This design comes from an exercise in tuning for small area, a short achievable clock period and few clock cycles per item on the open sky130 flow, not from production work. At most, simulation tests tie the RTL to the original design; equivalence was not proved. The RTL of runs 1 to 4 was laid out without a check of its function. Power and IR drop assume default switching activity.

==> flow/design.v <==
module sorting_top #(
    parameter N = 8,
    parameter L = 4
)(
    input wire clk,
    input wire rst,
    input wire Rd,
    input wire WrInit,
    input wire [L-1:0] RAddr,
    input wire [N-1:0] DataIn,
    input wire start,
    output wire [N-1:0] DataOut,
    output wire done
);
    localparam K = 16;
    reg [N-1:0] r [0:K-1];    
    reg [L-1:0] o;            
    reg [N-1:0] rdat;         
    reg         busy;
    reg         done_r;
    wire go  = start & ~busy;
    wire wr  = WrInit & ~start & ~busy;
    wire rot = go | busy;     
    function automatic gt8(input [N-1:0] a, input [N-1:0] b);
        integer n;
        reg c;
        begin
            c = 1'b0;
            for (n = 0; n < N; n = n + 1)
                c = (a[n] & ~b[n]) | ((a[n] | ~b[n]) & c);
            gt8 = c;
        end
    endfunction
    wire [K/2-1:0] sw;
    genvar j;
    generate
        for (j = 0; j < K/2; j = j + 1) begin : g_ce
            assign sw[j] = rot && (o != 2*j+1) && gt8(r[2*j], r[2*j+1]);
        end
    endgenerate
    integer i;
    always @(posedge clk) begin
        for (i = 0; i < K; i = i + 1) begin
            if (rst)
                r[i] <= {N{1'b0}};
            else if (rot) begin
                if (i % 2 == 1)             
                    r[i] <= sw[i/2] ? r[i] : r[i-1];
                else                        
                    r[i] <= sw[((i+K-2)%K)/2] ? r[(i+K-2)%K] : r[(i+K-1)%K];
            end else if (wr && RAddr == i[L-1:0])
                r[i] <= DataIn;
        end
    end
    always @(posedge clk) begin
        rdat <= wr ? DataIn : r[RAddr];
        if (rst || !rot) o <= {L{1'b0}};
        else             o <= o + 1'b1;
        if (rst) begin
            busy <= 1'b0;
            done_r <= 1'b0;
        end else if (go) begin
            busy <= 1'b1;
            done_r <= 1'b0;
        end else if (busy && o == 4'd15) begin
            busy <= 1'b0;
            done_r <= 1'b1;
        end
    end
    assign DataOut = Rd ? rdat : {N{1'b0}};
    assign done = done_r;
endmodule
==> flow/run.sh <==
#!/bin/bash
# synth_recipe.tcl (not shown) runs the flow's synth.tcl, then flattens the netlist and writes it again
# the make line also repeats each setting of config.mk as NAME=value (left out here)
make -C /OpenROAD-flow-scripts/flow DESIGN_CONFIG=/design/flow/config.mk WORK_HOME=/design/flow/orfs CLKGATE_MAP_FILE= SYNTH_SCRIPT=/design/flow/synth_recipe.tcl finish
==> flow/config.mk <==
export PLATFORM = sky130hd
export DESIGN_NAME = sorting_top
export DESIGN_NICKNAME = sorting_top
export VERILOG_FILES = /design/flow/design.v
export SDC_FILE = /design/flow/constraint.sdc
export NUM_CORES = 4
export LEC_CHECK = 0
export CAP_MARGIN = 20
export CORE_MARGIN = 2
export CORE_UTILIZATION = 40
export SETUP_SLACK_MARGIN = 2.4
export SLEW_MARGIN = 20
==> flow/constraint.sdc <==
create_clock -name core_clock -period 5.0 [get_ports {clk}]
set_input_delay 1.0000 -clock core_clock [delete_from_list [all_inputs] [get_ports {clk}]]
set_output_delay 1.0000 -clock core_clock [all_outputs]
set_load 0.01 [all_outputs]
==> results_dict.tcl, run 1 <==
set metrics [dict create \
    outcome "finished clean" \
    cp.arrival_ns 2.93 \
    clk_pin_slew_ns 0.06 \
    clk_latency_ns 0.44 \
    fp.dieArea_sq_um 25260 \
    vias 10350 \
    cts_buffer_depth 2 \
    area_growth_pct 12.90 \
    worstSetupEndpointType "flop" \
    async_flop_share_pct 0 \
    power_density_nw_per_um2 412.6 \
    p_int_mw 2.699 \
    hp-class "flop to flop" \
    pwr-share-comb_pct 33.1 \
    crit_type "input port to flop" \
    groute.usage.overall_pct 30.68 \
    antenna_found_initial 1 \
    r2r_cells 8 \
    power.leakage_nw 4.003 \
    synth.avg_cell_area_sq_um 7.694 \
    synth_edf_count 0 \
    fin_crit_ns 2.580 \
    core_sq_um 23540 \
    start_util_pct 40.78 \
    r2r_start "o[0]$_SDFF_PP0_" \
    fin_util_pct 46.05 \
    port_buffers 25 \
    seqPwrFrac_pct 38.5 \
    synth-seq-cells 142 \
    period_share_pct 51.61 \
    synth_nets 1267 \
    rsz0062_at_grt "yes" \
    startpoint_type "input port" \
    fmax_ghz 0.3876 \
    r2r-end "r[14][5]$_SDFFE_PP0P_" \
    place_congestion 1.018 \
    io_pins 26 \
    required_ns 5.35 \
    rows 56 \
    setup-tns-final_ns 0 \
    nFillCells 2369 \
    ant_nets 0 \
    cts_buffers 17 \
    dr.first_iter.drc_count 1364 \
    die_w_um 158.9 \
    wl_per_cell_um 25.70 \
    skew_ns 0.01032 \
    cap_violations 0 \
    switchingPower_mw 1.773 \
    hp-start "o[0]$_SDFF_PP0_" \
    maxSlewHeadroom_pct 36.77 \
    yosys_most_used_dff "dfxtp_1" \
    cts_tree "built" \
    rrSetupSlack_ns 2.52 \
    totalWireLength_um 40090 \
    p_clk_share_pct 28.4 \
    syn_area_sq_um 9602 \
    grt_pass1_vias 9131 \
    syn_inst 1248 \
    layout_common_cells "dfxtp_1 (142), nor2_1 (128), a21oi_1 (99)" \
    dr.pass1.iters 6 \
    viasPerCell 6.637 \
    grt_max_degree 79 \
    slew_violations 0 \
    finalHoldViolations 0 \
    dp_slack_ns 0.9319 \
    crit_fanout 9 \
    ys_seq_area_share_pct 29.61 \
    hold_depth 1 \
    grt_pass1_wl_um 59150 \
    final_cell_area_sq_um 10840 \
    clockRootBuffer "clkbuf_16" \
    worst_slew_pin_slew_ns 0.9469 \
    vdd_drop_max_v 0.0001865 \
    overflow 0 \
    p_sw_share_pct 39.64 \
    drive_gt1_share_pct 12.83 \
    yosysWarningCount 2 \
    yosysUniqueCellTypes 72 \
    hold_path_end "o[0]$_SDFF_PP0_" \
    setup_ws_ns 2.420 \
    final_common_cell "dfxtp_1" \
    setup_viol 0 \
    die_y_um 158.9 \
    nets 1245 \
    cts.htree.levels 4 \
    cts_sinks 142 \
    dp_hpwl_um 27170 \
    placed_area_sq_um 10040 \
    drc_errors 0 \
]
state kept, by name (all words and copies together), names as in the netlist:
| signal | cells |
|---|---|
| rdat | 8 |
| busy | 1 |
| done_r | 1 |
| o | 4 |
| r | 128 |
worst max-delay path by stage:
stage / from / endpoint / slack [ns]
3_5_place_dp: WrInit / r[11][1]$_SDFFE_PP0P_ / 0.93
3_3_place_gp: WrInit / r[11][7]$_SDFFE_PP0P_ / 1.02
2_1_floorplan: RAddr[0] / r[12][6]$_SDFFE_PP0P_ / 2.39
6_report: DataIn[0] / r[8][0]$_SDFFE_PP0P_ / 2.42
5_1_grt: WrInit / r[7][2]$_SDFFE_PP0P_ / 2.37
4_1_cts: Rd / DataOut[0] / 2.40
final cells by class:
class	instances	area [sq um]	area share, %
antenna	2	5.005	0.04617
clock buffer	24	491.7	4.536
clock inverter	8	82.58	0.7618
inverter	51	195.2	1.801
multi-input combinational	950	6317	58.28
sequential	142	2843	26.22
tap	319	399.1	3.682
timing repair buffer	64	506.7	4.675
critical path: stages:
cell and delay (ns):
clkdlybuf4s50_1 0.91, nand2_1 0.55, nor2_1 0.22, a21oi_1 0.06, o221ai_1 0.18
logic make-up after synthesis:
family          after synthesis  synth area share [%]
buf+inv                     158                 6.620
flops                       142                 29.61
mux                          67                 7.493
fa+ha+maj                    22                 2.450
compound gates              432                 31.63
xor+xnor                      2                0.1825
simple gates                425                 22.02
synth_stat cells (all sizes together), types with 3 or more instances:
| master | instances | share of area [%] |
|---|---|---|
| a211oi | 15 | 1.3 |
| a21o | 24 | 1.9 |
| a21oi | 108 | 5.8 |
| a221o | 10 | 1.0 |
| a221oi | 20 | 1.8 |
| a22o | 7 | 0.64 |
| a22oi | 15 | 1.2 |
| a311oi | 18 | 1.6 |
| a31oi | 35 | 2.3 |
| a32oi | 11 | 1.0 |
| and2 | 15 | 1.0 |
| and3 | 5 | 0.33 |
| buf | 35 | 1.8 |
| clkbuf | 72 | 2.8 |
| dfxtp | 142 | 30 |
| inv | 50 | 2.0 |
| maj3 | 20 | 2.2 |
| mux2 | 9 | 1.1 |
| mux2i | 55 | 5.7 |
| mux4 | 3 | 0.70 |
| nand2 | 88 | 3.4 |
| nand2b | 24 | 1.6 |
| nand3 | 25 | 1.3 |
| nand3b | 17 | 1.3 |
| nand4 | 3 | 0.20 |
| nand4b | 22 | 2.0 |
| nor2 | 137 | 5.4 |
| nor2b | 31 | 2.0 |
| nor3 | 38 | 2.0 |
| o211a | 8 | 0.83 |
| o21a | 19 | 1.5 |
| o21ai | 57 | 3.0 |
| o221a | 8 | 0.94 |
| o221ai | 37 | 3.4 |
| o22ai | 19 | 1.2 |
| o32ai | 3 | 0.27 |
| or3 | 16 | 1.0 |
power by group through the flow:
| stage | registers, mW | logic (mW) | clock network [mW] |
|---|---|---|---|
| CTS | 1.70 | 1.43 | 1.27 |
| finish | 1.72 | 1.48 | 1.27 |
| detailed placement | 1.72 | 1.40 | 0 |
| global route | 1.73 | 1.61 | 1.32 |
| global placement | 1.72 | 1.38 | 0 |
| floorplan | 1.52 | 1.15 | 0 |
layer usage:
layer / wire [um] / track usage, %
met5: 0 / 0
met2: 17680 / 46.45
met3: 3771 / 6.017
met4: 1560 / 12.85
met1: 17080 / 42.71
stage by stage:
step,hold WS [ns],std cells,power (mW)
4_1_cts,0.4716,1555,4.396
3_5_place_dp,0.4642,1513,3.115
3_3_place_gp,0.4479,1513,3.103
2_1_floorplan,0.4337,1248,2.669
5_1_grt,0.4877,1559,4.665
6_report,0.4763,1560,4.473
timing repair:
action,4_1_cts,5_1_grt
pin swaps,3,2
hold buffers,0,0
endpoints found under the setup margin,144,101
gates resized for setup,67,30
gates cloned,2,0
setup buffers,8,3
==> run 2, diff against run 1 <==
--- a/flow/config.mk
+++ b/flow/config.mk
@@ -8,5 +8,5 @@
 export CAP_MARGIN = 20
 export CORE_MARGIN = 2
 export CORE_UTILIZATION = 40
-export SETUP_SLACK_MARGIN = 2.4
+export SETUP_SLACK_MARGIN = 2.0
 export SLEW_MARGIN = 20
==> run 2 against run 1 <==
Still clean on timing, DRC and antenna. Die area stayed put. Routed wire length decreased by 2.2%. Hold slack about the same. Via count is 1.8% lower. Clock power is 5% higher. Area after synthesis stayed put. Final area down 0.54%. Synthesized cell count unchanged. Largest cell class unchanged. Flip-flop and latch count stayed put. Critical path type is now input port to output pin. Largest power group unchanged.
==> results_dict.tcl, run 2 <==
set metrics [dict create \
    start_util_pct 40.78 \
    synth_common_cells "dfxtp_1 (142), nor2_1 (135), a21oi_1 (104)" \
    finalHoldViolations 0 \
    period_share_pct 58.91 \
    ys_top_cells_by_area "dfxtp_1 (30%), mux2i_1 (5.7%), a21oi_1 (5.4%), nor2_1 (5.3%), nand2_1 (3.4%)" \
    synth.avg_cell_area_sq_um 7.694 \
    viasPerCell 6.541 \
    syn_inst 1248 \
    antenna_found_initial 0 \
    p_int_mw 2.740 \
    seqPwrFrac_pct 38.1 \
    yosysWarningCount 2 \
    cts_sinks 142 \
    largest_register "r" \
    async_flop_share_pct 0 \
    cp.arrival_ns 1.95 \
    cts_tree "built" \
    vias 10170 \
    outcome "finished clean" \
    groute.usage.overall_pct 30.22 \
    worst_slew_pin_slew_ns 1.059 \
    drive_gt1_share_pct 10.53 \
    wl_per_cell_um 25.24 \
    yosysUniqueCellTypes 72 \
    fmax_ghz 0.3395 \
    grt_pass1_vias 9306 \
    maxSlewHeadroom_pct 28.62 \
    syn_area_sq_um 9602 \
    fp.dieArea_sq_um 25260 \
    setup-tns-final_ns 0 \
    setup_viol 0 \
    totalWireLength_um 39220 \
    p_total_mw 4.505 \
    io_pins 26 \
    path_delay_family "buffers and inverters" \
    cp.depth 3 \
    die_w_um 158.9 \
    synth_most_common_cell "dfxtp_1" \
    area_growth_pct 12.29 \
    grt_max_degree 89 \
    cp_num_buf_inv 2 \
    slowest_delay_ns 0.53 \
    worstSetupEndpointType "output pin" \
    startpoint_type "input port" \
    crit_type "input port to output pin" \
    crit_chain "clkdlybuf4s15_1 -> and2_1 -> clkdlybuf4s50_1" \
    clk_latency_ns 0.44 \
    slew_violations 0 \
    p_sw_share_pct 39.18 \
    drc_errors 0 \
    core_sq_um 23540 \
    dp_hpwl_um 26790 \
    cts_buffers 17 \
    p_clk_share_pct 29.5 \
    synth_edf_count 0 \
    ant_nets 0 \
    rows 56 \
    clockRootBuffer "clkbuf_16" \
    cap_violations 0 \
    fin_crit_ns 2.945 \
    synth_largest_area_cell "dfxtp_1" \
    yosys_most_used_dff "dfxtp_1" \
    dr.pass1.iters 7 \
    ys_seq_area_share_pct 29.61 \
    synth_nets 1267 \
    pwr-share-comb_pct 32.4 \
    cts_buffer_depth 2 \
    rsz0062_at_grt "no" \
    synth.top_cell.area_share_pct 29.61 \
    largest_reg_flops 128 \
    power_density_nw_per_um2 417.8 \
    r2r_cells 7 \
    overflow 0 \
    clk_pin_slew_ns 0.06 \
    port_buffers 25 \
    dr.first_iter.drc_count 1370 \
    place_congestion 1.074 \
    cts.htree.levels 4 \
    grt_pass1_wl_um 58730 \
    required_ns 4.00 \
    nets 1241 \
    reg_top3 "r: 128 flops, rdat: 8 flops, o: 4 flops" \
    hp-class "flop to flop" \
    holdBufCountCts 0 \
    antenna_cells 0 \
    final_common_cell "dfxtp_1" \
    skew_ns 0.01197 \
    layout_common_cells "dfxtp_1 (142), nor2_1 (130), a21oi_1 (102)" \
    fin_util_pct 45.80 \
    die_y_um 158.9 \
    slowest_stage "clkdlybuf4s50_1" \
    switchingPower_mw 1.765 \
    power.leakage_nw 3.944 \
    hold_depth 1 \
    crit_fanout 8 \
    synth-seq-cells 142 \
    vdd_drop_max_v 0.0001670 \
]
## run 2: cell counts after synthesis
Identical to the previous run, type by type.
## run 2: kinds of logic (layout without fill, tap and decap cells)
logic type                 Yosys count  count (layout)  synth area share (%)
adders and majority gates           22              22                 2.450
DFF                                142             142                 29.61
AOI/OAI and AO/OA                  432             433                 31.63
and+or+nand+nor                    425             428                 22.02
xor gates and xnor gates             2               2                0.1825
muxes                               67              67                 7.493
buffers and inverters              158             141                 6.620
## run 2: worst paths after layout
check,from,slack [ns],endpoint
max,Rd,2.05,DataOut[0]
min,o[0]$_SDFF_PP0_,0.48,o[0]$_SDFF_PP0_
max reg2reg,r[15][2]$_SDFFE_PP0P_,2.33,r[15][6]$_SDFFE_PP0P_
min reg2reg,o[0]$_SDFF_PP0_,0.48,o[0]$_SDFF_PP0_
## run 2: cell type report
type	count	area [sq um]
Timing Repair Buffer	58	511.7
Clock inverter	13	166.4
Sequential cell	142	2843
Inverter	51	191.4
Fill cell	2407	12760
Multi-Input combinational cell	952	6237
Tap cell	319	399.1
Clock buffer	19	432.9
## run 2: metrics by stage
step                hold WS (ns)  setup slack, ns  cell area, sq um  std cells
finish                    0.4768            2.055             10780       1554
detailed placement        0.4677            1.047             10040       1513
floorplan                 0.4337            2.313              9602       1248
global placement          0.4486            1.063             10040       1513
CTS                       0.4764            1.979             10760       1552
global route              0.5035            2.009             10780       1554
## run 2: repair_timing
item	in CTS	in global routing
hold endpoints to repair	0	0
endpoints found under the setup margin	116	40
buffers inserted	3	2
cloned	4	0
gates resized for setup	25	8
pin swaps	3	2
## run 2: per-layer routing
layer / GRT usage [%] / vias to the layer above / routed length [um]
li1: - / 4616 / -
met1: 41.31 / 4886 / 16890
met2: 44.82 / 535 / 16820
met3: 6.147 / 128 / 3379
met4: 16.24 / 0 / 2135
met5: 0 / - / 0
## run 2: worst register-to-register path: cells and delay by family, from the launching register on
family	cells	cell delay, ns
AOI/OAI and AO/OA	4	0.97
and+or+nand+nor	2	0.71
DFF	1	0.53
adders and majority gates	1	0.37
## run 2: power groups by stage
stage	clock network, mW	logic, mW	registers (mW)
floorplan	0	1.14	1.52
global placement	0	1.38	1.72
detailed placement	0	1.39	1.71
CTS	1.33	1.43	1.69
global route	1.37	1.59	1.73
finish	1.33	1.46	1.72
==> run 3, diff against run 2 <==
--- a/flow/config.mk
+++ b/flow/config.mk
@@ -8,5 +8,5 @@
 export CAP_MARGIN = 20
 export CORE_MARGIN = 2
 export CORE_UTILIZATION = 40
-export SETUP_SLACK_MARGIN = 2.0
+export SETUP_SLACK_MARGIN = 2.8
 export SLEW_MARGIN = 20
==> run 3 against run 2 <==
Still clean. Count of clock-buffer cells in the layout grew 6. Non-clock buffer count is 81 higher. Combinational power increased by 32%. Flip-flop and latch count did not move. Via count is 7.9% higher. Total power increased by 10%. Synthesized cell count stayed put. Clock skew is 0.0015 ns higher. Fmax rose by 25%. Highest routed layer unchanged.
==> results_dict.tcl, run 3 <==
set metrics [dict create \
    largest_reg_flops 128 \
    vias 10970 \
    skew_ns 0.01350 \
    vdd_drop_max_v 0.0001997 \
    cp.arrival_ns 1.35 \
    ys_seq_area_share_pct 29.61 \
    maxSlewHeadroom_pct 47.10 \
    area_growth_pct 29.29 \
    grt_pass1_wl_um 62920 \
    clockRootBuffer "clkbuf_16" \
    synth_largest_area_cell "dfxtp_1" \
    period_share_pct 47.05 \
    ys_top_cells_by_area "dfxtp_1 (30%), mux2i_1 (5.7%), a21oi_1 (5.4%), nor2_1 (5.3%), nand2_1 (3.4%)" \
    core_sq_um 23540 \
    fp.dieArea_sq_um 25260 \
    async_flop_share_pct 0 \
    syn_area_sq_um 9602 \
    setup-tns-final_ns 0 \
    clk_latency_ns 0.44 \
    critPathCapture "DataOut[2]" \
    dr.pass1.iters 6 \
    synth_edf_count 0 \
    outcome "finished clean" \
    worstSetupEndpointType "output pin" \
    crit_fanout 8 \
    synth_common_cells "dfxtp_1 (142), nor2_1 (135), a21oi_1 (104)" \
    grt_max_degree 83 \
    r2r-end "r[15][5]$_SDFFE_PP0P_" \
    dp_hpwl_um 26530 \
    start_util_pct 40.78 \
    cts_tree "built" \
    power_density_nw_per_um2 399.0 \
    rows 56 \
    grt_pass1_vias 9922 \
    required_ns 4.00 \
    dr.first_iter.drc_count 1442 \
    drive_gt1_share_pct 24.91 \
    hp-class "flop to flop" \
    setup_viol 0 \
    r2r_start "r[14][2]$_SDFFE_PP0P_" \
    worst_slew_pin_slew_ns 0.7936 \
    antenna_cells 0 \
    largest_register "r" \
    fin_crit_ns 2.353 \
    cap_violations 0 \
    synth_most_common_cell "dfxtp_1" \
    yosysUniqueCellTypes 72 \
    timing.hold.ws_ns 0.4727 \
    clk_pin_slew_ns 0.06 \
    finalNonFillerCells 1636 \
    startpoint_type "input port" \
    overflow 0 \
    wl_per_cell_um 26.39 \
    drc_errors 0 \
    antenna_found_initial 0 \
    rsz0062_at_grt "yes" \
    nets 1325 \
    cts_buffers 17 \
    crit_type "input port to output pin" \
    totalWireLength_um 43180 \
    setup_ws_ns 2.647 \
    r2r_cells 7 \
    synth.top_cell.area_share_pct 29.61 \
    cp-startpoint "Rd" \
    synth-seq-cells 142 \
    dp_slack_ns 1.249 \
    cts_sinks 142 \
    power.leakage_nw 4.703 \
    cts.htree.levels 4 \
    yosysWarningCount 2 \
    die_y_um 158.9 \
    final_common_cell "dfxtp_1" \
    synth.avg_cell_area_sq_um 7.694 \
    reg_top3 "r: 128 flops, rdat: 8 flops, o: 4 flops" \
    layout_common_cells "dfxtp_1 (123), nor2_1 (120), a21oi_1 (93)" \
    io_pins 26 \
    place_congestion 0.9840 \
    fmax_ghz 0.4250 \
    die_w_um 158.9 \
    slew_violations 0 \
    viasPerCell 6.705 \
    cts_buffer_depth 2 \
    port_buffers 25 \
    synth_nets 1267 \
    groute.usage.overall_pct 32.59 \
    dp_cells 1511 \
    syn_inst 1248 \
    ant_nets 0 \
    finalHoldViolations 0 \
    rrSetupSlack_ns 2.79 \
    yosys_most_used_dff "dfxtp_1" \
]
[run 3: cell types whose count changed in the layout (fill, tap and decap cells not counted), sizes merged, moves of 4 or more]
cell	previous run	this run
buf	35	125
bufbuf	0	4
clkbuf	21	26
clkdlybuf4s50	18	6
clkinv	7	3
[run 3: timing repair]
item | in CTS | in global routing
buffers inserted | 54 | 26
pin swaps | 30 | 38
setup endpoints to repair | 150 | 108
gates cloned | 12 | 3
gates resized for setup | 153 | 79
hold buffers | 0 | 0
[run 3: routing by layer]
metal  global-route usage, %  share of wire [%]
met1                   43.00                 39
met2                   49.56                 43
met3                   6.929                 11
met5                       0                  0
met4                   18.39                6.8
[run 3: power breakdown]
group          switching [mW]  leakage [nW]  internal (mW)  total, mW
Clock                   0.519         0.279          0.783       1.30
Sequential              0.380          1.18           1.35       1.73
Combinational            1.04          3.25          0.884       1.93
[run 3: metrics by stage]
stage | total power [mW] | utilization [%] | instance area [sq um]
after floorplan | 2.732 | - | 10090
after global placement | 3.127 | 43.71 | 10290
after detailed placement | 3.142 | 43.71 | 10290
after CTS | 4.695 | 50.58 | 11910
after global routing | 5.127 | 52.73 | 12410
final | 4.954 | 52.73 | 12410
[run 3: critical path, stage by stage]
cell and delay (ns):
buf_8 0.11, and2_4 0.13, buf_6 0.11
[run 3: logic make-up after synthesis]
family | after synthesis | synth area share [%]
AND/OR/NAND/NOR | 425 | 22.02
flip-flops | 142 | 29.61
multiplexers | 67 | 7.493
adder cells (fa/ha/maj) | 22 | 2.450
AO/OA/AOI/OAI | 432 | 31.63
buffers and inverters | 158 | 6.620
XOR/XNOR | 2 | 0.1825
[run 3: cell type report]
type,instances,area [sq um]
Fill cell,2195,11130
Multi-Input combinational cell,955,6867
Sequential cell,142,2872
Timing Repair Buffer,139,1496
Clock buffer,25,495.5
Tap cell,319,399.1
Inverter,51,203.9
Clock inverter,5,81.33
[run 3: how the worst min path moves through the flow]
stage,endpoint,cells past startpoint,startpoint,slack (ns)
global route,o[0]$_SDFF_PP0_,1,o[0]$_SDFF_PP0_,0.49
detailed placement,o[0]$_SDFF_PP0_,1,o[0]$_SDFF_PP0_,0.46
CTS,o[0]$_SDFF_PP0_,1,o[0]$_SDFF_PP0_,0.47
floorplan,o[0]$_SDFF_PP0_,1,o[0]$_SDFF_PP0_,0.43
global placement,o[0]$_SDFF_PP0_,1,o[0]$_SDFF_PP0_,0.45
finish,o[0]$_SDFF_PP0_,1,o[0]$_SDFF_PP0_,0.47
==> run 4, diff against run 3 <==
--- a/flow/config.mk
+++ b/flow/config.mk
@@ -8,5 +8,5 @@
 export CAP_MARGIN = 20
 export CORE_MARGIN = 2
 export CORE_UTILIZATION = 40
-export SETUP_SLACK_MARGIN = 2.8
+export SETUP_SLACK_MARGIN = 3.2
 export SLEW_MARGIN = 20
==> run 4 against run 3 <==
Sequential power increased by 2%. Die area unchanged. Total power is 14% higher. Fmax rose by 0.16%. Clock skew down 0.0021 ns. Utilization grew 14 points. Non-clock buffer count is 129 higher. Critical endpoint is now DataOut[5]. Highest routed layer is now met5.
==> results_dict.tcl, run 4 <==
set metrics [dict create \
    final_common_cell "buf_4" \
    synth-seq-cells 142 \
    syn_inst 1248 \
    dr.first_iter.drc_count 1891 \
    yosys_most_used_dff "dfxtp_1" \
    grt_max_degree 81 \
    rows 56 \
    maxSlewHeadroom_pct 56.46 \
    critPathCapture "DataOut[5]" \
    place_congestion 0.9969 \
    clockRootBuffer "clkbuf_16" \
    clk_latency_ns 0.45 \
    required_ns 4.00 \
    vdd_drop_max_v 0.0002240 \
    ys_seq_area_share_pct 29.61 \
    layout_common_cells "buf_4 (111), dfxtp_1 (104), buf_6 (81)" \
    io_pins 26 \
    largest_register "r" \
    ys_top_cells_by_area "dfxtp_1 (30%), mux2i_1 (5.7%), a21oi_1 (5.4%), nor2_1 (5.3%), nand2_1 (3.4%)" \
    r2r-end "r[6][3]$_SDFFE_PP0P_" \
    grt_pass1_vias 11160 \
    power_density_nw_per_um2 361.1 \
    synth.top_cell.area_share_pct 29.61 \
    crit_type "input port to output pin" \
    wl_per_cell_um 28.38 \
    cts_tree "built" \
    die_w_um 158.9 \
    ant_nets 0 \
    cap_violations 0 \
    slew_violations 0 \
    setup_viol 0 \
    power.leakage_nw 5.834 \
    nets 1458 \
    reg_top3 "r: 128 flops, rdat: 8 flops, o: 4 flops" \
    synth_nets 1267 \
    cts_buffers 17 \
    synth.avg_cell_area_sq_um 7.694 \
    timing.hold.ws_ns 0.5095 \
    fmax_ghz 0.4257 \
    startpoint_type "input port" \
    final_cell_area_sq_um 15660 \
    port_buffers 25 \
    setup-tns-final_ns 0 \
    start_util_pct 40.78 \
    grt_pass1_wl_um 69370 \
    placed_area_sq_um 10360 \
    r2r_cells 9 \
    fp.dieArea_sq_um 25260 \
    antenna_found_initial 1 \
    die_y_um 158.9 \
    worst_slew_pin_slew_ns 0.6463 \
    yosysUniqueCellTypes 72 \
    r2r_start "r[5][0]$_SDFFE_PP0P_" \
    dr.pass1.iters 6 \
    synth_most_common_cell "dfxtp_1" \
    dp_hpwl_um 27060 \
    core_sq_um 23540 \
    skew_ns 0.01140 \
    cp.arrival_ns 1.35 \
    rsz0062_at_grt "yes" \
    area_growth_pct 63.11 \
    totalWireLength_um 50260 \
    cts_buffer_depth 2 \
    overflow 0 \
    hp-class "flop to flop" \
    groute.usage.overall_pct 35.74 \
    outcome "finished clean" \
    viasPerCell 6.875 \
    async_flop_share_pct 0 \
    cp-startpoint "Rd" \
    period_share_pct 46.98 \
    synth_edf_count 0 \
    syn_area_sq_um 9602 \
    drc_errors 0 \
    finalHoldViolations 0 \
    synth_largest_area_cell "dfxtp_1" \
    cts_sinks 142 \
    clk_pin_slew_ns 0.07 \
    yosysWarningCount 2 \
    synth_common_cells "dfxtp_1 (142), nor2_1 (135), a21oi_1 (104)" \
    holdBufCountCts 0 \
    worstSetupEndpointType "output pin" \
    p_total_mw 5.656 \
    crit_fanout 8 \
    vias 12180 \
    rrSetupSlack_ns 2.81 \
    largest_reg_flops 128 \
    drive_gt1_share_pct 47.14 \
    fin_crit_ns 2.349 \
    cts.htree.levels 4 \
]
[run 4: cell counts after synthesis]
Identical to the previous run, type by type.
[run 4: cells by family after synthesis]
logic type	synth area share, %
AO/OA/AOI/OAI	31.63
XOR/XNOR	0.1825
flip-flops	29.61
AND/OR/NAND/NOR	22.02
adder cells (fa/ha/maj)	2.450
buffers and inverters	6.620
multiplexers	7.493
[run 4: where the power goes]
part / total, mW / internal [mW] / switching [mW]
Clock: 1.34 / 0.793 / 0.547
Combinational: 2.54 / 1.24 / 1.30
Sequential: 1.77 / 1.35 / 0.420
Total: 5.66 / 3.39 / 2.27
[run 4: how the worst min path moves through the flow]
| stage | cells after the start | start | to | slack (ns) |
|---|---|---|---|---|
| 4_1_cts | 1 | o[0]$_SDFF_PP0_ | o[0]$_SDFF_PP0_ | 0.48 |
| 6_report | 1 | o[0]$_SDFF_PP0_ | o[0]$_SDFF_PP0_ | 0.51 |
| 3_5_place_dp | 1 | o[0]$_SDFF_PP0_ | o[0]$_SDFF_PP0_ | 0.46 |
| 2_1_floorplan | 1 | o[0]$_SDFF_PP0_ | o[0]$_SDFF_PP0_ | 0.43 |
| 3_3_place_gp | 1 | o[0]$_SDFF_PP0_ | o[0]$_SDFF_PP0_ | 0.45 |
| 5_1_grt | 2 | r[15][1]$_SDFFE_PP0P_ | r[15][1]$_SDFFE_PP0P_ | 0.56 |
[run 4: repair_timing]
action / in CTS / in global routing
pin swaps: 137 / 95
gates cloned: 24 / 6
endpoints found under the setup margin: 150 / 145
resized for setup: 470 / 196
setup buffers: 154 / 44
[run 4: area by class of cell]
| type | instances | area, sq um |
|---|---|---|
| multi-input combinational | 958 | 8263 |
| fill | 1763 | 7881 |
| timing repair buffer | 268 | 3264 |
| sequential | 142 | 2925 |
| clock buffer | 20 | 446.7 |
| tap | 319 | 399.1 |
| inverter | 51 | 212.7 |
| clock inverter | 11 | 142.6 |
| timing repair inverter | 1 | 5.005 |
| antenna | 1 | 2.502 |
[run 4: layer usage]
metal | vias up | part of all wire (%) | track usage [%]
met5 | - | 0.11 | 0
met4 | 2 | 8.2 | 24.59
met3 | 280 | 12 | 9.872
met2 | 892 | 44 | 53.81
met1 | 5907 | 36 | 44.49
li1 | 5094 | - | -
[run 4: worst max-delay path, stage by stage]
cell and delay, ns:
buf_12 0.11, and2_4 0.13, buf_6 0.11
[run 4: through the flow]
stage                     instances  utilization (%)  setup slack (ns)
final                          1771            66.52             2.651
after global routing           1771            66.52             2.640
after CTS                      1720            60.97             2.648
after detailed placement       1511            43.99             1.285
after global placement         1511            43.98             1.389
after floorplan                1248                -             2.464
==> run 5, diff against run 4 <==
--- a/flow/design.v
+++ b/flow/design.v
@@ -32,28 +32,57 @@
         end
     endfunction
     wire [K/2-1:0] sw;
-    genvar j;
+    genvar j, b;
     generate
         for (j = 0; j < K/2; j = j + 1) begin : g_ce
             assign sw[j] = rot && (o != 2*j+1) && gt8(r[2*j], r[2*j+1]);
         end
     endgenerate
+    wire [N-1:0] nx [0:K-1];
+    generate
+        for (j = 0; j < K; j = j + 1) begin : g_slot
+            wire ws = wr && RAddr == j;                  
+            if (j % 2 == 1) begin : g_lo                  
+                wire s_l = ~rst & rot & ~sw[j/2];          
+                wire s_d = ~rst & ws;                      
+                wire s_h = ~rst & ~s_l & ~ws;              
+                for (b = 0; b < N; b = b + 1) begin : g_b
+                    ao222 u_ao (.a(s_l), .x(r[j-1][b]), .c(s_d), .y(DataIn[b]),
+                                .e(s_h), .z(r[j][b]), .q(nx[j][b]));
+                end
+            end else begin : g_hi                          
+                wire s_2 = ~rst & rot & sw[((j+K-2)%K)/2];   
+                wire s_1 = ~rst & rot & ~sw[((j+K-2)%K)/2];  
+                wire s_d = ~rst & ws;
+                wire s_h = ~rst & ~rot & ~ws;
+                for (b = 0; b < N; b = b + 1) begin : g_b
+                    ao2222 u_ao (.a(s_2), .w(r[(j+K-2)%K][b]), .c(s_1), .x(r[(j+K-1)%K][b]),
+                                 .e(s_d), .y(DataIn[b]), .g(s_h), .z(r[j][b]), .q(nx[j][b]));
+                end
+            end
+        end
+    endgenerate
+    wire [K-1:0] rhot;
+    wire [N-1:0] rsel;
+    generate
+        for (j = 0; j < K; j = j + 1) begin : g_rhot
+            assign rhot[j] = RAddr == j;
+        end
+        for (b = 0; b < N; b = b + 1) begin : g_rmux
+            wire [K-1:0] col;
+            for (j = 0; j < K; j = j + 1) begin : g_col
+                assign col[j] = r[j][b];
+            end
+            ao16 u_rm (.s(rhot), .d(col), .q(rsel[b]));
+        end
+    endgenerate
     integer i;
     always @(posedge clk) begin
-        for (i = 0; i < K; i = i + 1) begin
-            if (rst)
-                r[i] <= {N{1'b0}};
-            else if (rot) begin
-                if (i % 2 == 1)             
-                    r[i] <= sw[i/2] ? r[i] : r[i-1];
-                else                        
-                    r[i] <= sw[((i+K-2)%K)/2] ? r[(i+K-2)%K] : r[(i+K-1)%K];
-            end else if (wr && RAddr == i[L-1:0])
-                r[i] <= DataIn;
-        end
+        for (i = 0; i < K; i = i + 1)
+            r[i] <= nx[i];
     end
     always @(posedge clk) begin
-        rdat <= wr ? DataIn : r[RAddr];
+        rdat <= wr ? DataIn : rsel;
         if (rst || !rot) o <= {L{1'b0}};
         else             o <= o + 1'b1;
         if (rst) begin
@@ -70,3 +99,22 @@
     assign DataOut = Rd ? rdat : {N{1'b0}};
     assign done = done_r;
 endmodule
+module ao222 (
+    input wire a, x, c, y, e, z,
+    output wire q
+);
+    assign q = (a & x) | (c & y) | (e & z);
+endmodule
+module ao2222 (
+    input wire a, w, c, x, e, y, g, z,
+    output wire q
+);
+    assign q = (a & w) | (c & x) | (e & y) | (g & z);
+endmodule
+module ao16 (
+    input wire [15:0] s,
+    input wire [15:0] d,
+    output wire q
+);
+    assign q = |(s & d);
+endmodule
--- a/flow/config.mk
+++ b/flow/config.mk
@@ -8,5 +8,7 @@
 export CAP_MARGIN = 20
 export CORE_MARGIN = 2
 export CORE_UTILIZATION = 40
-export SETUP_SLACK_MARGIN = 3.2
+export SETUP_SLACK_MARGIN = 2.4
 export SLEW_MARGIN = 20
+export SYNTH_HIERARCHICAL = 1
+export SYNTH_MINIMUM_KEEP_SIZE = 0
==> run 5 against run 4 <==
First-iteration DRC count fell by 25%. Largest cell class unchanged. Routed wire length fell by 37%. Fmax fell by 8.6%. Via count fell by 33%.
==> results_dict.tcl, run 5 <==
set metrics [dict create \
    dr.first_iter.drc_count 1409 \
    slew_violations 0 \
    core_sq_um 18890 \
    hp-class "flop to flop" \
    yosysUniqueCellTypes 45 \
    cts_sinks 142 \
    p_clk_share_pct 48.3 \
    clk_latency_ns 0.43 \
    syn_area_sq_um 7769 \
    yosys_most_used_dff "dfxtp_1" \
    p_int_mw 2.027 \
    synth_edf_count 0 \
    place_congestion 1.097 \
    reg_top3 "r: 128 flops, rdat: 8 flops, o: 4 flops" \
    async_flop_share_pct 0 \
    die_w_um 143.4 \
    finalHoldViolations 0 \
    clk_pin_slew_ns 0.06 \
    required_ns 5.32 \
    setup_viol 0 \
    vias 8118 \
    holdBufCountCts 0 \
    cts_buffer_depth 2 \
    worst_slew_pin_slew_ns 1.128 \
    multiInputGateArea_sq_um 4868 \
    crit_type "input port to flop" \
    yosysWarningCount 9 \
    cp.arrival_ns 2.89 \
    ant_nets 0 \
    wl_per_cell_um 26.14 \
    nets 964 \
    fp.dieArea_sq_um 20550 \
    io_pins 26 \
    skew_ns 0.008082 \
    crit_fanout 10 \
    drc_errors 0 \
    ys_seq_area_share_pct 36.59 \
    nFillCells 1847 \
    outcome "finished clean" \
    grt_pass1_vias 7477 \
    grt_pass1_wl_um 47700 \
    synth_nets 907 \
    start_util_pct 41.12 \
    hold_depth 1 \
    ys_top_cells_by_area "dfxtp_1 (37%), a22oi_1 (12%), a222oi_1 (8.4%), a221oi_2 (6.2%), inv_1 (5.5%)" \
    cap_violations 0 \
    die_y_um 143.4 \
    viasPerCell 6.665 \
    setup-tns-final_ns 0 \
    synth.avg_cell_area_sq_um 8.749 \
    fmax_ghz 0.3893 \
    totalWireLength_um 31830 \
    dr.pass1.iters 7 \
    cts.htree.levels 4 \
    area_growth_pct 22.34 \
    synth_most_common_cell "dfxtp_1" \
    vdd_drop_max_v 0.0002366 \
    syn_inst 888 \
    p_sw_share_pct 25.28 \
    rsz0062_at_grt "yes" \
    period_share_pct 51.37 \
    power.leakage_nw 3.886 \
    antenna_cells 0 \
    overflow 0 \
    maxSlewHeadroom_pct 24.57 \
    cts_buffers 17 \
    rows 50 \
    grt_max_degree 18 \
    largest_register "r" \
    antenna_found_initial 0 \
    port_buffers 25 \
    worstSetupEndpointType "flop" \
    dp_hpwl_um 22430 \
    seqPwrFrac_pct 42.8 \
    pwr-share-comb_pct 8.9 \
    groute.usage.overall_pct 31.50 \
    largest_reg_flops 128 \
    synth.top_cell.area_share_pct 36.59 \
    regArea_sq_um 2848 \
    synth-seq-cells 142 \
    r2r_cells 8 \
    synth_largest_area_cell "dfxtp_1" \
    drive_gt1_share_pct 18.89 \
    power_density_nw_per_um2 285.4 \
    final_common_cell "dfxtp_1" \
    finalNonFillerCells 1218 \
    fin_crit_ns 2.569 \
    synth_common_cells "dfxtp_1 (142), a22oi_1 (129), inv_1 (114)" \
    layout_common_cells "dfxtp_1 (138), a22oi_1 (129), inv_1 (114)" \
    dp_cells 1170 \
    startpoint_type "input port" \
    cts_tree "built" \
    clockRootBuffer "clkbuf_16" \
    switchingPower_uw 685.9 \
]
-- run 5: kinds of logic (layout without fill, tap and decap cells) --
logic type               after synthesis  in the layout  synth area share [%]
XOR/XNOR                               1              1                0.1128
buffers and inverters                127            196                 6.136
adder cells (fa/ha/maj)               22             22                 2.947
AO/OA/AOI/OAI                        348            348                 38.19
AND/OR/NAND/NOR                      240            241                 14.87
multiplexers                           8              8                 1.160
flip-flops                           142            142                 36.59
-- run 5: timing repair --
item                       CTS  global route
setup buffers                7             8
setup endpoints to repair  144           111
gates cloned                 0             1
pin swaps                    8             9
resized for setup          119            27
-- run 5: final timing paths --
kind         slack, ns               to             from
min reg2reg       0.46  o[0]$_SDFF_PN0_  o[0]$_SDFF_PN0_
max reg2reg       2.50  r[3][0]$_DFF_P_  r[3][0]$_DFF_P_
max               2.43  rdat[3]$_DFF_P_         RAddr[3]
min               0.46  o[0]$_SDFF_PN0_  o[0]$_SDFF_PN0_
-- run 5: worst max-delay path: stages --
cell and delay, ns:
clkdlybuf4s18_2 0.35, nand2_4 0.28, nor2_1 0.18, a22o_1 0.32, a221oi_4 0.30, nand4_1 0.16
mux2_2 0.29
-- run 5: metal layers --
| metal | global-route usage, % | part of all wire, % | wire (um) |
|---|---|---|---|
| met3 | 7.531 | 9.8 | 3109 |
| met1 | 43.03 | 42 | 13470 |
| met5 | 0 | 0 | 0 |
| met4 | 13.47 | 4.1 | 1319 |
| met2 | 47.42 | 44 | 13940 |
-- run 5: through the flow --
| step | utilization [%] | setup slack [ns] | cell area, sq um | hold WS (ns) | power [mW] |
|---|---|---|---|---|---|
| floorplan | - | 2.401 | 7792 | 0.4334 | 1.282 |
| global placement | 44.41 | 1.312 | 8391 | 0.4691 | 1.382 |
| detailed placement | 44.41 | 1.229 | 8391 | 0.4602 | 1.381 |
| CTS | 49.60 | 2.401 | 9370 | 0.4738 | 2.707 |
| global route | 50.30 | 2.358 | 9504 | 0.5031 | 2.783 |
| finish | 50.30 | 2.432 | 9504 | 0.4646 | 2.713 |
-- run 5: layout make-up --
cell class / instances / share of cell area [%]
multi-input combinational: 620 / 51.22
timing repair buffer: 50 / 4.726
clock inverter: 7 / 1.159
clock buffer: 25 / 5.003
inverter: 114 / 4.502
tap: 260 / 3.423
sequential: 142 / 29.96
-- run 5: per-module statistics from Yosys, one instance, submodules excluded --
| module | cells inside | copies in the design | cell area (sq um) | flops+latches |
|---|---|---|---|---|
| sorting_top | 496 | 1 | 4876 | 142 |
| ao16 | 9 | 8 | 101.3 | 0 |
| ao2222 | 3 | 64 | 18.77 | 0 |
| ao222 | 2 | 64 | 13.76 | 0 |
-- run 5: power by group through the flow --
stage | clock network [mW] | logic (mW) | registers [mW]
final | 1.31 | 0.241 | 1.16
after global routing | 1.37 | 0.253 | 1.16
after CTS | 1.32 | 0.223 | 1.16
after detailed placement | 0 | 0.196 | 1.19
after global placement | 0 | 0.197 | 1.19
after floorplan | 0 | 0.106 | 1.18
Testbench counts of run 5, summed over its fixed seeds: cycles 4,616, sorts 96.
==> run 6, diff against run 5 <==
--- a/flow/config.mk
+++ b/flow/config.mk
@@ -8,7 +8,7 @@
 export CAP_MARGIN = 20
 export CORE_MARGIN = 2
 export CORE_UTILIZATION = 40
-export SETUP_SLACK_MARGIN = 2.4
+export SETUP_SLACK_MARGIN = 2.8
 export SLEW_MARGIN = 20
 export SYNTH_HIERARCHICAL = 1
 export SYNTH_MINIMUM_KEEP_SIZE = 0
==> run 6 against run 5 <==
Still clean on timing, DRC and antenna. Clock power increased by 7%. Non-clock buffer count increased by 42. Final cell count increased by 3.5%. Global-route usage increased by 1.6 points. Clock skew increased by 0.00057 ns. Sequential share of layout area decreased by 2.6 points. Area after synthesis unchanged. Sequential power about the same. Total power increased by 6.1%. Fmax increased by 9.1%. Largest power group unchanged. Critical endpoint is now DataOut[6]. Routed wire length increased by 6.1%.
==> results_dict.tcl, run 6 <==
set metrics [dict create \
    antenna_found_initial 0 \
    area_growth_pct 37.64 \
    placed_area_sq_um 8611 \
    die_y_um 143.4 \
    synth.avg_cell_area_sq_um 8.749 \
    largest_reg_flops 128 \
    grt_pass1_wl_um 50050 \
    worst_slew_pin_slew_ns 1.141 \
    syn_inst 888 \
    setup_viol 0 \
    fin_util_pct 56.60 \
    fin_crit_ns 2.355 \
    maxSlewHeadroom_pct 23.92 \
    worstSetupEndpointType "output pin" \
    yosysUniqueCellTypes 45 \
    fmax_ghz 0.4247 \
    wl_per_cell_um 26.79 \
    drc_errors 0 \
    totalWireLength_um 33780 \
    syn_area_sq_um 7769 \
    cp.arrival_ns 1.35 \
    outcome "finished clean" \
    synth_edf_count 0 \
    setup-tns-final_ns 0 \
    layout_common_cells "inv_1 (114), dfxtp_1 (104), a22oi_1 (98)" \
    synth_common_cells "dfxtp_1 (142), a22oi_1 (129), inv_1 (114)" \
    hp-class "flop to flop" \
    largest_register "r" \
    clockRootBuffer "clkbuf_16" \
    rsz0062_at_grt "yes" \
    crit_fanout 8 \
    place_congestion 1.076 \
    cts.htree.levels 4 \
    vias 8307 \
    overflow 0 \
    drive_gt1_share_pct 36.16 \
    dr.first_iter.drc_count 1130 \
    vdd_drop_max_v 0.0001793 \
    grt_max_degree 18 \
    rows 50 \
    reg_top3 "r: 128 flops, rdat: 8 flops, o: 4 flops" \
    dp_hpwl_um 22810 \
    final_common_cell "inv_1" \
    viasPerCell 6.588 \
    ys_seq_area_share_pct 36.59 \
    fp.dieArea_sq_um 20550 \
    cts_tree "built" \
    ant_nets 0 \
    antenna_cells 0 \
    async_flop_share_pct 0 \
    finalNonFillerCells 1261 \
    required_ns 4.00 \
    start_util_pct 41.12 \
    clk_latency_ns 0.43 \
    skew_ns 0.008654 \
    startpoint_type "input port" \
    port_buffers 25 \
    yosys_most_used_dff "dfxtp_1" \
    synth_most_common_cell "dfxtp_1" \
    period_share_pct 47.09 \
    groute.usage.overall_pct 33.09 \
    dp_cells 1161 \
    cts_buffers 17 \
    cap_violations 0 \
    nets 1007 \
    io_pins 26 \
    cts_sinks 142 \
    final_cell_area_sq_um 10690 \
    synth-seq-cells 142 \
    grt_pass1_vias 7834 \
    synth_nets 907 \
    timing.hold.ws_ns 0.4707 \
    die_w_um 143.4 \
    ys_top_cells_by_area "dfxtp_1 (37%), a22oi_1 (12%), a222oi_1 (8.4%), a221oi_2 (6.2%), inv_1 (5.5%)" \
    synth_largest_area_cell "dfxtp_1" \
    clk_pin_slew_ns 0.06 \
    yosysWarningCount 9 \
    power_density_nw_per_um2 269.1 \
    synth.top_cell.area_share_pct 36.59 \
    nFillCells 1709 \
    slew_violations 0 \
    power.leakage_nw 4.319 \
    cts_buffer_depth 2 \
    core_sq_um 18890 \
    crit_type "input port to output pin" \
    dr.pass1.iters 9 \
    finalHoldViolations 0 \
]
-- run 6: cell counts after synthesis --
Identical to the previous run, type by type.
-- run 6: routing by layer --
metal | wire, um | up-vias | GRT usage (%) | part of all wire, %
li1 | - | 3694 | - | -
met1 | 14380 | 4112 | 44.08 | 43
met2 | 15280 | 413 | 51.73 | 45
met3 | 2506 | 88 | 7.198 | 7.4
met4 | 1622 | 0 | 14.14 | 4.8
met5 | 0 | - | 0 | 0
-- run 6: cell families (layout without fill, tap and decap cells) --
logic type	after synthesis	in the layout	share of synthesized area (%)
XOR/XNOR	1	1	0.1128
adder cells (fa/ha/maj)	22	22	2.947
AND/OR/NAND/NOR	240	241	14.87
AO/OA/AOI/OAI	348	349	38.19
buffers and inverters	127	238	6.136
multiplexers	8	8	1.160
flip-flops	142	142	36.59
-- run 6: final cells by class --
class | instances | area [sq um] | area share [%]
clock buffer | 22 | 484.2 | 4.528
inverter | 114 | 427.9 | 4.002
tap | 260 | 325.3 | 3.042
multi-input combinational | 621 | 5460 | 51.06
clock inverter | 10 | 158.9 | 1.486
sequential | 142 | 2925 | 27.36
timing repair buffer | 92 | 910.9 | 8.519
-- run 6: critical path, cell delays in order --
cell and delay [ns]:
buf_8 0.11, and2_4 0.13, buf_6 0.12
-- run 6: repair_timing --
action                     4_1_cts  5_1_grt
resized for setup              206       98
setup endpoints to repair      150      134
buffers inserted                39       25
cloned                           4        0
pin swaps                       50       70
hold buffers                     0        0
-- run 6: path summary, 6_finish.rpt --
check / startpoint / end / depth (start not counted) / slack [ns]
min: o[0]$_SDFF_PN0_ / o[0]$_SDFF_PN0_ / 1 / 0.47
max reg2reg: r[3][0]$_DFF_P_ / r[3][7]$_DFF_P_ / 8 / 2.68
min reg2reg: o[0]$_SDFF_PN0_ / o[0]$_SDFF_PN0_ / 1 / 0.47
max: Rd / DataOut[6] / 3 / 2.65
-- run 6: per-stage QoR --
| step | worst slack, ns | power [mW] |
|---|---|---|
| after floorplan | 2.623 | 1.317 |
| after global placement | 1.101 | 1.402 |
| after detailed placement | 1.133 | 1.401 |
| after CTS | 2.633 | 2.856 |
| after global routing | 2.585 | 2.956 |
| final | 2.645 | 2.877 |
-- run 6: report_power, final --
part           total, mW  switching (mW)  internal, mW  leakage [nW]
clock network       1.40           0.514         0.886         0.312
logic              0.322           0.201         0.121          2.84
registers           1.16          0.0188          1.14          1.17
-- run 6: modules after synthesis, one instance, submodules excluded --
module       cells inside  copies in the design  flip-flops and latches
sorting_top           496                     1                     142
ao16                    9                     8                       0
ao2222                  3                    64                       0
ao222                   2                    64                       0
==> run 7, diff against run 6 <==
--- a/flow/config.mk
+++ b/flow/config.mk
@@ -8,7 +8,7 @@
 export CAP_MARGIN = 20
 export CORE_MARGIN = 2
 export CORE_UTILIZATION = 40
-export SETUP_SLACK_MARGIN = 2.8
+export SETUP_SLACK_MARGIN = 2.6
 export SLEW_MARGIN = 20
 export SYNTH_HIERARCHICAL = 1
 export SYNTH_MINIMUM_KEEP_SIZE = 0
==> run 7 against run 6 <==
Still clean. Global-route usage shrank 1.8 points. Area after synthesis stayed put. Clock skew grew 0.0025 ns. Non-clock buffer count fell by 24. Final cell count shrank 2.0%. Count of clock-buffer cells in the layout stayed put. Via count fell by 2.2%. Die area did not move. Sequential share of layout area up 1.6 points. Combinational power fell by 13%. Critical path type is now flop to flop.
==> results_dict.tcl, run 7 <==
set metrics [dict create \
    die_w_um 143.4 \
    p_sw_share_pct 26.03 \
    totalWireLength_um 32050 \
    nets 982 \
    slowest_stage "dfxtp_4" \
    hold_path_end "o[0]$_SDFF_PN0_" \
    largest_register "r" \
    crit_fanout 5 \
    vias 8122 \
    fmax_ghz 0.4199 \
    r2r_cells 8 \
    fin_crit_ns 2.382 \
    grt_pass1_vias 7329 \
    synth.top_cell.area_share_pct 36.59 \
    yosysUniqueCellTypes 45 \
    viasPerCell 6.571 \
    syn_area_sq_um 7769 \
    dr.first_iter.drc_count 1354 \
    hp-start "o[0]$_SDFF_PN0_" \
    async_flop_share_pct 0 \
    cts_buffers 17 \
    slowest_delay_ns 0.36 \
    rows 50 \
    cts.htree.levels 4 \
    synth.avg_cell_area_sq_um 8.749 \
    io_pins 26 \
    crit_chain "nand2b_4 -> maj3_2 -> maj3_2 -> maj3_2 -> a31o_4 -> and2_2 -> a222oi_1 -> inv_1" \
    cts_buffer_depth 2 \
    clockRootBuffer "clkbuf_16" \
    synth-seq-cells 142 \
    maxSlewHeadroom_pct 20.32 \
    clk_latency_ns 0.43 \
    required_ns 5.31 \
    drc_errors 0 \
    final_cell_area_sq_um 9916 \
    start_util_pct 41.12 \
    worstSetupEndpointType "flop" \
    vdd_drop_max_v 0.0002147 \
    hold_depth 1 \
    switchingPower_uw 699.4 \
    dr.pass1.iters 7 \
    synth_common_cells "dfxtp_1 (142), a22oi_1 (129), inv_1 (114)" \
    largest_reg_flops 128 \
    outcome "finished clean" \
    cap_violations 0 \
    cp_common_cell "maj3_2" \
    cp.arrival_ns 2.69 \
    synth_top_family_by_area "compound AO/OA/AOI/OAI gates" \
    worst_slew_pin_slew_ns 1.191 \
    antenna_cells 0 \
    period_share_pct 47.63 \
    rrSetupSlack_ns 2.62 \
    drive_gt1_share_pct 26.33 \
    clk_pin_slew_ns 0.06 \
    timing.hold.ws_ns 0.4717 \
    wl_per_cell_um 25.93 \
    p_int_mw 1.988 \
    slew_violations 0 \
    power_density_nw_per_um2 271.0 \
    skew_ns 0.01119 \
    holdBufCountCts 0 \
    crit_type "flop to flop" \
    port_buffers 25 \
    ant_nets 0 \
    groute.usage.overall_pct 31.33 \
    p_clk_share_pct 46.4 \
    die_y_um 143.4 \
    final_common_cell "a22oi_1" \
    cts_tree "built" \
    yosys.area_share.simple_pct 14.87 \
    overflow 0 \
    r2r-end "r[3][0]$_DFF_P_" \
    syn_inst 888 \
    cts_sinks 142 \
    muxShareOfSynthArea_pct 1.160 \
    pwr-share-comb_pct 10.5 \
    fin_util_pct 52.48 \
    rsz0062_at_grt "yes" \
    antenna_found_initial 0 \
    power.leakage_nw 4.047 \
    core_sq_um 18890 \
    hp-class "flop to flop" \
    synth_xor_area_share_pct 0.1127 \
    synth_most_common_cell "dfxtp_1" \
    setup-tns-final_ns 0 \
    seqPwrFrac_pct 43.2 \
    nFillCells 1800 \
    synth_edf_count 0 \
    r2r_start "r[3][0]$_DFF_P_" \
    grt_pass1_wl_um 47220 \
    fp.dieArea_sq_um 20550 \
    place_congestion 1.023 \
    yosysWarningCount 9 \
    synth_fa_ha_area_share_pct 2.947 \
    area_growth_pct 27.64 \
    synth_nets 907 \
    placed_area_sq_um 8408 \
    dp_hpwl_um 22220 \
    yosys_most_used_dff "dfxtp_1" \
    grt_max_degree 18 \
    synth-compound-area-share_pct 38.19 \
    ys_seq_area_share_pct 36.59 \
    ys_top_cells_by_area "dfxtp_1 (37%), a22oi_1 (12%), a222oi_1 (8.4%), a221oi_2 (6.2%), inv_1 (5.5%)" \
    layout_common_cells "a22oi_1 (127), dfxtp_1 (125), inv_1 (114)" \
    setup_viol 0 \
    finalHoldViolations 0 \
    reg_top3 "r: 128 flops, rdat: 8 flops, o: 4 flops" \
    synth_largest_area_cell "dfxtp_1" \
    startpoint_type "flop" \
]
[run 7: cell counts after synthesis]
No cell type changed its count.
[run 7: cells by family after synthesis]
family                   count (synthesis)
flip-flops                             142
AO/OA/AOI/OAI                          348
AND/OR/NAND/NOR                        240
XOR/XNOR                                 1
multiplexers                             8
buffers and inverters                  127
adder cells (fa/ha/maj)                 22
[run 7: worst max path at each step]
stage | start | endpoint | slack (ns)
after detailed placement | start | r[11][5]$_DFF_P_ | 1.27
after floorplan | start | r[1][0]$_DFF_P_ | 2.59
final | r[3][0]$_DFF_P_ | r[3][0]$_DFF_P_ | 2.62
after CTS | WrInit | r[12][3]$_DFF_P_ | 2.57
after global routing | r[2][0]$_DFF_P_ | r[3][3]$_DFF_P_ | 2.55
after global placement | rst | r[11][6]$_DFF_P_ | 1.29
[run 7: per-module statistics from Yosys, one instance, submodules excluded]
module	area [sq um]	flip-flops and latches
sorting_top	4876	142
ao16	101.3	0
ao2222	18.77	0
ao222	13.76	0
[run 7: metrics by stage]
stage          worst slack [ns]  instances  power, mW
3_3_place_gp              1.285       1164      1.384
4_1_cts                   2.571       1221      2.671
5_1_grt                   2.551       1236      2.767
6_report                  2.618       1236      2.687
3_5_place_dp              1.268       1164      1.383
2_1_floorplan             2.595        888      1.291
[run 7: what timing repair did]
item                                    4_1_cts  5_1_grt
cloned                                        0        2
gates resized for setup                     171       54
pin swaps                                    12       34
endpoints found under the setup margin      144      137
buffers inserted                             25       13
[run 7: power groups by stage]
| stage | clock, mW | sequential, mW | combinational, mW |
|---|---|---|---|
| after floorplan | 0 | 1.18 | 0.114 |
| after global placement | 0 | 1.18 | 0.199 |
| after detailed placement | 0 | 1.18 | 0.198 |
| after CTS | 1.26 | 1.16 | 0.249 |
| after global routing | 1.31 | 1.16 | 0.293 |
| final | 1.25 | 1.16 | 0.281 |
[run 7: cell type report]
class                      count  area (sq um)  area share (%)
tap                          260         325.3           3.281
clock inverter                10         115.1           1.161
timing repair buffer          68         628.1           6.334
multi-input combinational    620          5094           51.37
clock buffer                  22         454.2           4.580
inverter                     114         427.9           4.315
sequential                   142          2872           28.96
[run 7: critical path, delay by kind of cell, from the launching register on]
family                   cells  cell delay [ns]
adder cells (fa/ha/maj)      3             0.90
AO/OA/AOI/OAI                2             0.60
flip-flops                   1             0.36
AND/OR/NAND/NOR              2             0.35
buffers and inverters        1             0.07
[run 7: routing by layer]
metal	share of wire (%)	global-route usage (%)	wire, um
met4	4.3	13.93	1378
met2	44	46.29	14170
met3	9.9	7.398	3188
met5	0	0	0
met1	42	43.39	13320
==> run 8, diff against run 7 <==
--- a/flow/config.mk
+++ b/flow/config.mk
@@ -8,6 +8,9 @@
 export CAP_MARGIN = 20
 export CORE_MARGIN = 2
 export CORE_UTILIZATION = 40
+export CTS_BUF_LIST = sky130_fd_sc_hd__clkbuf_8
+export CTS_CLUSTER_DIAMETER = 60
+export CTS_CLUSTER_SIZE = 20
 export SETUP_SLACK_MARGIN = 2.6
 export SLEW_MARGIN = 20
 export SYNTH_HIERARCHICAL = 1
==> run 8 against run 7 <==
Combinational power about the same. Highest routed layer unchanged. Sequential power is essentially flat. Sequential share of layout area is 0.59 points higher. Hold slack improved by 0.0044 ns.
==> results_dict.tcl, run 8 <==
set metrics [dict create \
    fp.dieArea_sq_um 20550 \
    rsz0062_at_grt "yes" \
    cts.htree.levels 4 \
    place_congestion 1.023 \
    seqPwrFrac_pct 49.4 \
    wl_per_cell_um 25.87 \
    syn_inst 888 \
    r2r-end "r[9][0]$_DFF_P_" \
    nFillCells 1844 \
    synth_edf_count 0 \
    worst_slew_pin_slew_ns 1.201 \
    yosysUniqueCellTypes 45 \
    drive_gt1_share_pct 26.46 \
    yosysWarningCount 9 \
    power.leakage_nw 4.004 \
    grt_pass1_wl_um 47110 \
    synth_common_cells "dfxtp_1 (142), a22oi_1 (129), inv_1 (114)" \
    dp_slack_ns 1.268 \
    die_y_um 143.4 \
    setup-tns-final_ns 0 \
    grt_max_degree 18 \
    synth-seq-cells 142 \
    layout_common_cells "dfxtp_1 (126), a22oi_1 (125), inv_1 (118)" \
    drc_errors 0 \
    io_pins 26 \
    dr.first_iter.drc_count 1360 \
    crit_fanout 10 \
    port_buffers 25 \
    switchingPower_uw 656.0 \
    die_w_um 143.4 \
    p_int_mw 1.682 \
    async_flop_share_pct 0 \
    synth.avg_cell_area_sq_um 8.749 \
    holdBufCountCts 0 \
    groute.usage.overall_pct 31.17 \
    cts_sinks 142 \
    p_clk_share_pct 38.6 \
    multiInputGateArea_sq_um 5100 \
    antenna_found_initial 0 \
    critPathCapture "rdat[6]$_DFF_P_" \
    cap_violations 0 \
    regArea_sq_um 2885 \
    r2r_start "r[9][0]$_DFF_P_" \
    largest_reg_flops 128 \
    crit_chain "buf_2 -> nand2b_4 -> nor2_2 -> a22o_1 -> a221oi_2 -> nand4_1 -> mux2_2" \
    syn_area_sq_um 7769 \
    startpoint_type "input port" \
    finalHoldViolations 0 \
    crit_type "input port to flop" \
    worstSetupEndpointType "flop" \
    clockRootBuffer "clkbuf_8" \
    yosys_most_used_dff "dfxtp_1" \
    slowest_delay_ns 0.36 \
    clk_latency_ns 0.47 \
    period_share_pct 47.82 \
    final_common_cell "dfxtp_1" \
    p_sw_share_pct 28.06 \
    synth_largest_area_cell "dfxtp_1" \
    ys_seq_area_share_pct 36.59 \
    pwr-share-comb_pct 11.9 \
    nets 985 \
    skew_ns 0.01632 \
    outcome "finished clean" \
    cts_buffer_depth 2 \
    vias 8064 \
    cp_num_buf_inv 1 \
    synth_most_common_cell "dfxtp_1" \
    slowest_stage "a221oi_2" \
    setup_viol 0 \
    required_ns 5.34 \
    start_util_pct 41.12 \
    synth_nets 907 \
    hp-class "flop to flop" \
    synth.top_cell.area_share_pct 36.59 \
    cts_tree "built" \
    cts_buffers 17 \
    ys_top_cells_by_area "dfxtp_1 (37%), a22oi_1 (12%), a222oi_1 (8.4%), a221oi_2 (6.2%), inv_1 (5.5%)" \
    dp_hpwl_um 22220 \
    maxSlewHeadroom_pct 19.71 \
    slew_violations 0 \
    setup_ws_ns 2.609 \
    r2r_cells 9 \
    cp.depth 7 \
    area_growth_pct 25.69 \
    cp.arrival_ns 2.73 \
    fmax_ghz 0.4183 \
    power_density_nw_per_um2 239.4 \
    largest_register "r" \
    totalWireLength_um 32050 \
    grt_pass1_vias 7383 \
    hp-start "o[0]$_SDFF_PN0_" \
    rows 50 \
    core_sq_um 18890 \
    overflow 0 \
    vdd_drop_max_v 0.0001946 \
    viasPerCell 6.508 \
    ant_nets 0 \
    cp-startpoint "RAddr[3]" \
    path_delay_family "compound AO/OA/AOI/OAI gates" \
    rrSetupSlack_ns 2.64 \
    clk_pin_slew_ns 0.08 \
    dr.pass1.iters 9 \
    reg_top3 "r: 128 flops, rdat: 8 flops, o: 4 flops" \
    fin_crit_ns 2.391 \
    antenna_cells 0 \
]
run 8: worst min path at each step:
stage	to	cells past startpoint	slack [ns]
detailed placement	o[0]$_SDFF_PN0_	1	0.46
floorplan	o[0]$_SDFF_PN0_	1	0.43
CTS	o[0]$_SDFF_PN0_	1	0.47
global placement	o[0]$_SDFF_PN0_	1	0.45
global route	o[0]$_SDFF_PN0_	1	0.52
finish	o[0]$_SDFF_PN0_	1	0.48
run 8: power by group through the flow:
| stage | sequential, mW | combinational [mW] | clock [mW] |
|---|---|---|---|
| 4_1_cts | 1.16 | 0.245 | 0.920 |
| 6_report | 1.16 | 0.279 | 0.903 |
| 2_1_floorplan | 1.18 | 0.114 | 0 |
| 5_1_grt | 1.16 | 0.292 | 0.968 |
| 3_3_place_gp | 1.18 | 0.199 | 0 |
| 3_5_place_dp | 1.18 | 0.198 | 0 |
run 8: worst reg2reg max path, cell delays in order, from the launching register on:
cell and delay (ns):
dfxtp_1 0.36, nand2b_1 0.16, maj3_1 0.37, o221ai_2 0.22, o2111ai_2 0.20, a211oi_2 0.25
nor3_2 0.07, buf_4 0.19, a222oi_1 0.36, inv_1 0.07
run 8: Yosys stat by module, one instance, submodules excluded:
module       area (sq um)  times used  cells  flops+latches
ao16                101.3           8      9              0
ao222               13.76          64      2              0
ao2222              18.77          64      3              0
sorting_top          4876           1    496            142
run 8: cells by family after synthesis:
logic type / after synthesis / share of synthesized area (%)
flops: 142 / 36.59
buf+inv: 127 / 6.136
xor+xnor: 1 / 0.1128
compound gates: 348 / 38.19
mux: 8 / 1.160
fa+ha+maj: 22 / 2.947
simple gates: 240 / 14.87
run 8: what timing repair did:
action,4_1_cts,5_1_grt
pin swaps,10,29
gates cloned,0,3
buffers inserted,24,15
resized for setup,161,69
endpoints found under the setup margin,144,136
run 8: per-stage QoR:
step	utilization [%]	total power, mW	std cells	hold WS (ns)	instance area (sq um)
floorplan	-	1.291	888	0.4332	7885
global placement	44.50	1.384	1164	0.4477	8408
detailed placement	44.50	1.383	1164	0.4621	8408
CTS	49.59	2.324	1220	0.4732	9369
global route	51.68	2.416	1239	0.5188	9764
finish	51.68	2.338	1239	0.4761	9764
run 8: per-layer routing:
layer | track usage, % | part of all wire [%] | vias up
met3 | 7.331 | 9.5 | 83
met2 | 46.59 | 44 | 447
li1 | - | - | 3646
met5 | 0 | 0 | -
met1 | 42.91 | 42 | 3888
met4 | 13.42 | 4.1 | 0
run 8: area by class of cell:
class / count / share of cell area (%)
Multi-Input combinational cell: 620 / 52.23
Timing Repair Buffer: 71 / 6.638
Clock buffer: 18 / 2.537
Clock inverter: 14 / 1.333
Inverter: 114 / 4.382
Sequential cell: 142 / 29.55
Tap cell: 260 / 3.332

separate check: timing with driven ports:
No port has a modelled driver above. Below, the same layouts with a new extraction and two added sets of constraints.
Step 1, drivers: a clkbuf_16 drives clk and a buf_2 each remaining input, both assumed.
Step 2 moves the port delays by t, midway between the first and last clock arrival at a register: inputs arrive t later, outputs are due t later. That takes back most of the time a late clock gives input paths.
Three values: ideal ports, drivers, drivers and shift; two values: the first two.
run	shift t [ns]	slack for setup (ns)	hold slack, ns	worst setup path at the end	worst slew at a driven data input, ns
run 1	0.480	2.420 / 2.424 / 1.944	0.476 / 0.476 / 0.476	input to register	0.07
run 2	0.478	2.055 / 2.026 / 1.656	0.477 / 0.477 / 0.477	input to register	0.04
run 3	0.482	2.647 / 2.609 / 2.271	0.473 / 0.473 / 0.473	input to register	0.08
run 4	0.489	2.651 / 2.605 / 2.222	0.509 / 0.509 / 0.509	input to register	0.21
run 5	0.476	2.432 / 2.460 / 1.984	0.465 / 0.465 / 0.465	input to register	0.03
run 6	0.476	2.645 / 2.600 / 2.306	0.471 / 0.471 / 0.471	input to register	0.06
run 7	0.474	2.618 / 2.597 / 2.176	0.472 / 0.472 / 0.472	input to register	0.04
run 8	0.499	2.609 / 2.598 / 2.126	0.476 / 0.476 / 0.476	input to register	0.04
After both steps every run listed still meets setup and hold. For run 8, which loses most, drivers alone change the setup slack by -0.011 ns; drivers and shift together by -0.483 ns.
